Background: an optimization exercise with open tools, aiming at small area. Do not read the settings as production practice. In this exercise RTL edits were held to simulation tests only and were not proved equivalent to the original. Power figures rest on the tool's default switching activity, not on a simulated workload.

== run 1 ==
// Top_module
module Top_module(
	input clk,
	input rstbt,
	output [8:0] aio,
	output [2:0] bo,
	input bi,
	output [17:0] mem_addr,
	input [5:0] mem_data_in,
	output [5:0] mem_data_out,
	output mem_wen,
	output mem_lbn,
	output sram_csn,
	output sram_oen,
	output sdram_csn
    );
==> flow/config.mk <==
export PLATFORM = sky130hd
export DESIGN_NAME = Top_module
export DESIGN_NICKNAME = Top_module
export VERILOG_FILES = /design/flow/design.v
export SDC_FILE = /design/flow/constraint.sdc
export NUM_CORES = 4
export LEC_CHECK = 0
export CAP_MARGIN = 20
export CORE_MARGIN = 2
export CORE_UTILIZATION = 40
export CTS_BUF_LIST = sky130_fd_sc_hd__clkbuf_8
export CTS_CLUSTER_DIAMETER = 100
export CTS_CLUSTER_SIZE = 30
export SLEW_MARGIN = 20
==> flow/constraint.sdc <==
create_clock -name core_clock -period 10.0 [get_ports {clk}]
set_input_delay 2.0000 -clock core_clock [delete_from_list [all_inputs] [get_ports {clk}]]
set_output_delay 2.0000 -clock core_clock [all_outputs]
set_load 0.01 [all_outputs]
standard.sh (not shown) runs the stock make flow with config.mk's settings and CLKGATE_MAP_FILE= SYNTH_SCRIPT=/design/flow/synth_recipe.tcl, a recipe that flattens the netlist after the stock synthesis.
==> flow/flow/run.sh <==
#!/bin/bash
# Own flow: the standard layout, with the combinational logic of the standard
# synthesis re-mapped for area by ABC. Registers (instances, names, cell types)
# are those of the standard synthesis.
set -euo pipefail
WORK=$(pwd)
R=$WORK/orfs/results/$FLOW_PLATFORM/Top_module/base
LIB=$FLOW_HOME/platforms/$FLOW_PLATFORM/lib/sky130_fd_sc_hd__tt_025C_1v80.lib
YOSYS=$FLOW_HOME/../tools/install/yosys/bin/yosys
[ -x "$YOSYS" ] || YOSYS=yosys

# 1. standard synthesis
bash standard.sh synth > $WORK/1_standard_synth.log 2>&1

# 2. re-map the combinational logic for area
mkdir -p $WORK/remap
cp $R/1_2_yosys.v $WORK/remap/standard.v
DONT_USE=""
for c in $(grep -o "\-dont_use [^ ]*" $WORK/orfs/logs/$FLOW_PLATFORM/Top_module/base/1_2_yosys.log | awk '{print $2}' | sort -u); do
  DONT_USE="$DONT_USE -dont_use $c"
done
REMAP_LIB=$LIB REMAP_DONT_USE="$DONT_USE" REMAP_IN=$WORK/remap/standard.v REMAP_TOP=$FLOW_TOP \
  REMAP_SCRIPT=$WORK/flow/remap.abc REMAP_OUT=$WORK/remap/remapped.v \
  $YOSYS -c $WORK/flow/remap.tcl > $WORK/2_remap.log 2>&1

# 3. the standard layout of the re-mapped netlist
bash standard.sh clean_synth > $WORK/3_clean_synth.log 2>&1
if [ -f $WORK/flow/cts_args ]; then
  bash standard.sh SYNTH_NETLIST_FILES=$WORK/remap/remapped.v "CTS_ARGS=$(cat $WORK/flow/cts_args)" finish > $WORK/4_layout.log 2>&1
else
  bash standard.sh SYNTH_NETLIST_FILES=$WORK/remap/remapped.v finish > $WORK/4_layout.log 2>&1
fi
==> flow/flow/cts_args <==
-sink_clustering_enable -repair_clock_nets -sink_clustering_size 30 -sink_clustering_max_diameter 100 -buf_list sky130_fd_sc_hd__clkbuf_8 -sink_buffer_max_cap_derate 3.0
==> flow/flow/remap.abc <==
strash
 &get -n
 &deepsyn -T 30
 &put
 dch -f
 amap
 topo
Other scripts of this flow, unchanged in this note and not shown: flow/flow/remap.tcl
Run 1: it failed during clock tree synthesis, and the tool reported CTS-0109.
### run 1 -> run 2
diff --git a/flow/flow/run.sh b/flow/flow/run.sh
--- a/flow/flow/run.sh
+++ b/flow/flow/run.sh
@@ -26,7 +26,3 @@
 # 3. the standard layout of the re-mapped netlist
 bash standard.sh clean_synth > $WORK/3_clean_synth.log 2>&1
-if [ -f $WORK/flow/cts_args ]; then
-  bash standard.sh SYNTH_NETLIST_FILES=$WORK/remap/remapped.v "CTS_ARGS=$(cat $WORK/flow/cts_args)" finish > $WORK/4_layout.log 2>&1
-else
-  bash standard.sh SYNTH_NETLIST_FILES=$WORK/remap/remapped.v finish > $WORK/4_layout.log 2>&1
-fi
+bash standard.sh SYNTH_NETLIST_FILES=$WORK/remap/remapped.v finish > $WORK/4_layout.log 2>&1
==> flow/flow/remap.abc <==
strash
&get -n
&deepsyn -T 30
&put
dch -f
map -a
topo
removed: flow/flow/cts_args
Findings:
Run 2: full flow OK, the timing, DRC and antenna checks passed. From run 1 to run 2 the numbers moved as follows: number of placement rows shows an increase of 1; final RePlAce weighted congestion shows an increase of 1.6%; post-placement cell count shows an increase of about 9%. Standard cell area after detailed placement, run 2 vs run 1: up by a few percent.
Relative to run 2, the following input files were edited for run 3:
diff --git a/flow/config.mk b/flow/config.mk
--- a/flow/config.mk
+++ b/flow/config.mk
@@ -9,6 +9,3 @@
 export CORE_MARGIN = 2
 export CORE_UTILIZATION = 40
-export CTS_BUF_LIST = sky130_fd_sc_hd__clkbuf_8
-export CTS_CLUSTER_DIAMETER = 100
-export CTS_CLUSTER_SIZE = 30
 export SLEW_MARGIN = 20
==> comparison <==
- Area: run 3 vs run 2 -> run 3 larger
- On area growth from synthesis to final layout: run 3 sits above run 2.
- On setup slack, run 3 does better than run 2.
- In terms of die area, run 2 and run 3 differ only marginally.
- Power attributed to the clock group went up by more than a quarter going from run 2 to run 3.
- Compared with run 2, placement density in the core of run 3 is higher.
- Per the comparison of run 3 with run 2, global-route usage higher, power consumption up 14%.
- In terms of data required time of the critical path, run 3 and run 2 differ only marginally.
diff inputs: run 3 => run 4
diff --git a/flow/flow/run.sh b/flow/flow/run.sh
--- a/flow/flow/run.sh
+++ b/flow/flow/run.sh
@@ -26,3 +26,7 @@
 # 3. the standard layout of the re-mapped netlist
 bash standard.sh clean_synth > $WORK/3_clean_synth.log 2>&1
-bash standard.sh SYNTH_NETLIST_FILES=$WORK/remap/remapped.v finish > $WORK/4_layout.log 2>&1
+if [ -f $WORK/flow/cts_args ]; then
+  bash standard.sh SYNTH_NETLIST_FILES=$WORK/remap/remapped.v "CTS_ARGS=$(cat $WORK/flow/cts_args)" finish > $WORK/4_layout.log 2>&1
+else
+  bash standard.sh SYNTH_NETLIST_FILES=$WORK/remap/remapped.v finish > $WORK/4_layout.log 2>&1
+fi
==> flow/flow/cts_args (new file) <==
-sink_clustering_enable -repair_clock_nets -sink_clustering_size 60 -sink_clustering_max_diameter 250 -buf_list sky130_fd_sc_hd__clkbuf_8
==> flow/flow/remap.abc <==
strash
 &get -n
 &deepsyn -T 30
 &put
 dch -f
 amap
 topo
diff --git a/flow/config.mk b/flow/config.mk
--- a/flow/config.mk
+++ b/flow/config.mk
@@ -9,3 +9,6 @@
 export CORE_MARGIN = 2
 export CORE_UTILIZATION = 40
+export CTS_BUF_LIST = sky130_fd_sc_hd__clkbuf_8
+export CTS_CLUSTER_DIAMETER = 100
+export CTS_CLUSTER_SIZE = 30
 export SLEW_MARGIN = 20
Notes after the runs:
- Against run 3 as the reference, run 4 delivers a lower synthesis-to-finish area growth.
- Compared with run 3, run 4 shows setup slack higher by 0.028 ns.
- Number of setup violations in the final report came out exactly the same in run 3 and run 4.
- Compare run 3 and run 4 | sequential share of layout area higher: run 4
- Relative to run 3, part of the cycle the worst path needs has decreased by 0.28 points in run 4.
- Run 4: all stages complete, timing, DRC and antenna checks passed
- Per the comparison of run 4 with run 3, clock network power consumption saw a decrease; clock power share saw a decrease.

==> static timing again, ports no longer ideal <==
The results above use ideal ports. As a check the final layouts listed here were re-extracted and re-timed, cells and wires unchanged.
Step 1 assumes that a clkbuf_16 drives the clock port and a buf_2 every other input.
Step 2 moves the port delays by t, midway between the first and last clock arrival at a register: inputs arrive t later, outputs are due t later. That takes back most of the time a late clock gives input paths.
Slacks: ideal / step 1 / step 2; pairs: ideal / step 1.
| run | shift t [ns] | slack for setup (ns) | worst register clock-pin slew, ns |
|---|---|---|---|
| run 2 | 0.484 | 1.076 / 1.036 / 1.520 | 0.09 / 0.09 |
| run 3 | 0.466 | 1.112 / 1.068 / 1.534 | 0.07 / 0.07 |
| run 4 | 0.495 | 1.141 / 1.104 / 1.599 | 0.10 / 0.10 |
After both steps setup and hold are still met in every run listed.
